From an optimization exercise on the open Yosys and OpenROAD flow, aimed at small area; shortcuts taken in it are not production practice.
In this exercise RTL edits were held to simulation tests only and were not proved equivalent to the original.

// life16
module life16(input clk, input load, input [255:0] data, output reg [255:0] q);
export LEC_CHECK = 0
export CAP_MARGIN = 20
export CORE_MARGIN = 2
export CORE_UTILIZATION = 40
export SLEW_MARGIN = 20
create_clock -name core_clock -period 5.0 [get_ports {clk}]
standard.sh (not shown) runs the stock make flow with config.mk's settings and CLKGATE_MAP_FILE= SYNTH_SCRIPT=/design/flow/synth_recipe.tcl, a recipe that flattens the netlist after the stock synthesis.
==> flow/flow/run.sh <==
#!/bin/bash
# Own layout flow: the standard ORFS flow (the standard.sh, unchanged synthesis), with
# minimum-size port buffers and a clock tree built from smaller buffers without dummy loads.
set -euo pipefail
bash standard.sh synth > synth.log 2>&1
bash standard.sh \
  "BUFFER_PORTS_ARGS=-buffer_cell sky130_fd_sc_hd__buf_1" \
  "CTS_ARGS=-sink_clustering_enable -repair_clock_nets -dont_use_dummy_load -buf_list {sky130_fd_sc_hd__clkbuf_4 sky130_fd_sc_hd__clkbuf_8}" \
  finish > layout.log 2>&1
Edit:
==> flow/run.sh (new file) <==
#!/bin/bash
# synth_recipe.tcl (not shown) runs the flow's synth.tcl, then flattens the netlist and writes it again
# the make line also repeats each setting of config.mk as NAME=value (left out here)
make -C /OpenROAD-flow-scripts/flow DESIGN_CONFIG=/design/flow/config.mk WORK_HOME=/design/flow/orfs CLKGATE_MAP_FILE= SYNTH_SCRIPT=/design/flow/synth_recipe.tcl finish
removed: flow/flow/run.sh
removed: flow/standard.sh
Critical path depth goes down by 8.
Final area rose by 9.1%.
Fmax increases by 0.37%.
Register-to-register slack is about the same.
Via count grows by 0.31%.
Routed wire length goes up by 2.0%.
Core utilization rose by 4.1 points.

* * *

Setup of main:
life16, a different RTL version from the one above (not shown whole).
Size: ~3,500 cells after synthesis, ~510 I/O pins, about 29,000 sq um of cells after synthesis.
Settings: LEC_CHECK=0, CAP_MARGIN=20, CORE_MARGIN=2, CORE_UTILIZATION=40, SLEW_MARGIN=20, SYNTH_HIERARCHICAL=1; clock period 5.0 ns.
==> flow/flow/run.sh <==
#!/bin/bash
# Own layout flow, built on the standard ORFS flow (standard.sh):
#  1. the standard synthesis, unchanged;
#  2. every combinational cell of the synthesized netlist swapped for the smallest drive
#     strength of the same cell (downsize.sed; registers are left alone), since the clock
#     period leaves ample slack; the resizer fixes any slew or capacitance limit later;
#  3. the standard layout with minimum-size port buffers (every port still gets one) and a
#     clock tree of small buffers without dummy loads.
set -euo pipefail
R=orfs/results/sky130hd/life16/base
bash standard.sh synth > synth.log 2>&1
sed -i -f flow/downsize.sed $R/1_2_yosys.v
rm -f $R/1_synth.odb $R/1_synth.sdc
bash standard.sh synth > synth_odb.log 2>&1
bash standard.sh \
  "BUFFER_PORTS_ARGS=-buffer_cell sky130_fd_sc_hd__buf_1" \
  "CTS_ARGS=-sink_clustering_enable -repair_clock_nets -dont_use_dummy_load -buf_list {sky130_fd_sc_hd__clkbuf_8} -sink_clustering_size 16 -sink_clustering_max_diameter 80" \
  finish > layout.log 2>&1
Other scripts of this flow, unchanged in this note and not shown: flow/flow/downsize.sed
main finished all stages; the layout is clean.
Here is what was changed in the inputs of the feature branch compared with main.
-- flow/flow/run.sh --
<<< main, line 17
  "CTS_ARGS=-sink_clustering_enable -repair_clock_nets -dont_use_dummy_load -buf_list {sky130_fd_sc_hd__clkbuf_8} -sink_clustering_size 16 -sink_clustering_max_diameter 80" \
>>> the feature branch, line 17
  "CTS_ARGS=-sink_clustering_enable -repair_clock_nets -dont_use_dummy_load -buf_list {sky130_fd_sc_hd__clkbuf_4} -sink_clustering_size 8 -sink_clustering_max_diameter 50" \
-- flow/config.mk --
<<< main, line 10
export CORE_UTILIZATION = 40
>>> the feature branch, line 10
export CORE_UTILIZATION = 60
Results
- Final wirelength was lower in main than in the feature branch.
- Worst slack after detailed placement | the feature branch above main
- [compare] base=main new=the feature branch: number of standard cells in the final layout excluding fillers now sits lower; worst hold-check slack fell 0.17 ns; estimated wirelength of the detail-placed design climbed 2000 um.

* * *

Another version of the RTL of life16 (not shown whole).
Size: roughly 3300 cells after synthesis, ~510 I/O pins, ~0.029 mm2 of cells after synthesis.
Settings: LEC_CHECK=0, CAP_MARGIN=20, CORE_MARGIN=2, CORE_UTILIZATION=50, SLEW_MARGIN=20, SYNTH_HIERARCHICAL=1; clock period 5.0 ns.
==> flow/flow/run.sh <==
#!/bin/bash
# Own layout flow, built on the standard ORFS flow (standard.sh):
#  1. the standard synthesis, unchanged;
#  2. every combinational cell of the synthesized netlist swapped for the smallest drive
#     strength of the same cell (downsize.sed; registers are left alone), since the clock
#     period leaves ample slack; the resizer fixes any slew or capacitance limit later;
#  3. the standard layout with minimum-size port buffers (every port still gets one) and a
#     clock tree of small buffers without dummy loads.
set -euo pipefail
R=orfs/results/sky130hd/life16/base
bash standard.sh synth > synth.log 2>&1
sed -i -f flow/downsize.sed $R/1_2_yosys.v
rm -f $R/1_synth.odb $R/1_synth.sdc
bash standard.sh synth > synth_odb.log 2>&1
bash standard.sh \
  "BUFFER_PORTS_ARGS=-buffer_cell sky130_fd_sc_hd__buf_1" \
  "CTS_ARGS=-sink_clustering_enable -repair_clock_nets -dont_use_dummy_load -buf_list {sky130_fd_sc_hd__clkbuf_4} -sink_clustering_size 8 -sink_clustering_max_diameter 50" \
  finish > layout.log 2>&1
Other scripts of this flow, unchanged in this note and not shown: flow/flow/downsize.sed
The starting point completed without violations.
Rerun with:
- CORE_UTILIZATION: 50 -> 70
Final cell count is lower by a few percent. Fmax is higher slightly. Routed wire length went down by a few percent. Clock skew came out lower by 0.066 ns.
Rerun with:
- CORE_UTILIZATION: 70 -> 60
Hold slack hardly moves; routed wire length is higher by 0.80%; design area is higher by 0.31%; register-to-register slack hardly moves; global-route usage is lower by 5.9 points; area after synthesis stays the same; die area is higher by 16%.
Rerun with:
- CORE_UTILIZATION: 60 -> 40
Sequential share of layout area went down by 0.25 points.
Die area climbs by 49%.
Count of clock-buffer cells in the layout went up by 11.
Critical path depth is unchanged.
Core utilization decreases by 22 points.
Worst setup slack gains 0.072 ns.
Register-to-register slack gains 0.10 ns.
Final cell count climbs by 7.8%.

* * *

== the reference run ==
life16 with an RTL version that a note above also has.
Size in the first run: about 510 I/O pins.
clock: 5.0 ns
lec_check: 0
cap_margin: 20
core_margin: 2
core_utilization: 50
slew_margin: 20
synth_hierarchical: 1
==> flow/flow/run.sh <==
#!/bin/bash
# Own layout flow, built on the standard ORFS flow (standard.sh):
#  1. the standard synthesis, unchanged;
#  2. every combinational cell of the synthesized netlist swapped for the smallest drive
#     strength of the same cell (downsize.sed; registers are left alone), since the clock
#     period leaves ample slack; the resizer fixes any slew or capacitance limit later;
#  3. the standard layout with minimum-size port buffers (every port still gets one) and a
#     clock tree of small buffers without dummy loads.
set -euo pipefail
R=orfs/results/sky130hd/life16/base
bash standard.sh synth > synth.log 2>&1
sed -i -f flow/downsize.sed $R/1_2_yosys.v
rm -f $R/1_synth.odb $R/1_synth.sdc
bash standard.sh synth > synth_odb.log 2>&1
bash standard.sh \
  "BUFFER_PORTS_ARGS=-buffer_cell sky130_fd_sc_hd__buf_1" \
  "CTS_ARGS=-sink_clustering_enable -repair_clock_nets -dont_use_dummy_load -buf_list {sky130_fd_sc_hd__clkbuf_8} -sink_clustering_size 16 -sink_clustering_max_diameter 80" \
  finish > layout.log 2>&1
Other scripts of this flow, unchanged in this note and not shown: flow/flow/downsize.sed
Changes in the trial run relative to the reference run:
diff --git a/flow/flow/run.sh b/flow/flow/run.sh
--- a/flow/flow/run.sh
+++ b/flow/flow/run.sh
@@ -16,3 +16,3 @@
   "BUFFER_PORTS_ARGS=-buffer_cell sky130_fd_sc_hd__buf_1" \
-  "CTS_ARGS=-sink_clustering_enable -repair_clock_nets -dont_use_dummy_load -buf_list {sky130_fd_sc_hd__clkbuf_8} -sink_clustering_size 16 -sink_clustering_max_diameter 80" \
+  "CTS_ARGS=-sink_clustering_enable -repair_clock_nets -dont_use_dummy_load -buf_list {sky130_fd_sc_hd__clkbuf_4} -sink_clustering_size 8 -sink_clustering_max_diameter 50" \
   finish > layout.log 2>&1
diff --git a/flow/config.mk b/flow/config.mk
--- a/flow/config.mk
+++ b/flow/config.mk
@@ -9,3 +9,3 @@
 export CORE_MARGIN = 2
-export CORE_UTILIZATION = 50
+export CORE_UTILIZATION = 40
 export SLEW_MARGIN = 20
### Flow results
- Cmp the trial run vs the reference run: ratio of final minimum period to clock period higher in the trial run
- The trial run and the reference run ended up with nearly the same worst setup slack for register-to-register paths.
- In the reports for the trial run and the reference run, the smaller data arrival time of the critical path belongs to the reference run.

separate check: timing with driven ports:
How much do the figures lean on ideal ports? The routed layouts below were timed once more, with nothing changed but the port constraints. Step 1: set_driving_cell puts a clkbuf_16 on clk and a buf_2 on each other input, an assumption about the parent block. Step 2 times the ports against the registers' clock, not the clock port: input delays grow and output delays shrink by t, the midpoint of the rising clock arrivals with the driver on. Slacks: ideal / step 1 / step 2; pairs: ideal / step 1.
run	shift t [ns]	setup WS [ns]	worst setup path after step 2
the first run of note 1	0.748	2.046 / 2.046 / 2.046	register to register
the second run of note 1	0.635	2.057 / 1.990 / 1.960	input to register
main	0.732	2.438 / 2.373 / 2.317	input to register
the feature branch	0.889	2.262 / 2.203 / 2.316	input to register
the first run of note 3	0.884	2.229 / 2.168 / 2.447	register to register
the second run of note 3	0.913	2.237 / 2.180 / 2.316	input to register
the third run of note 3	0.875	2.206 / 2.147 / 2.376	input to register
the fourth run of note 3	0.881	2.279 / 2.224 / 2.358	input to register
the reference run	0.658	2.513 / 2.448 / 2.426	input to register
the trial run	0.915	2.260 / 2.198 / 2.322	input to register
After both steps every run listed still meets setup and hold. For main, which loses most, drivers alone change the setup slack by -0.065 ns; drivers and shift together by -0.121 ns.
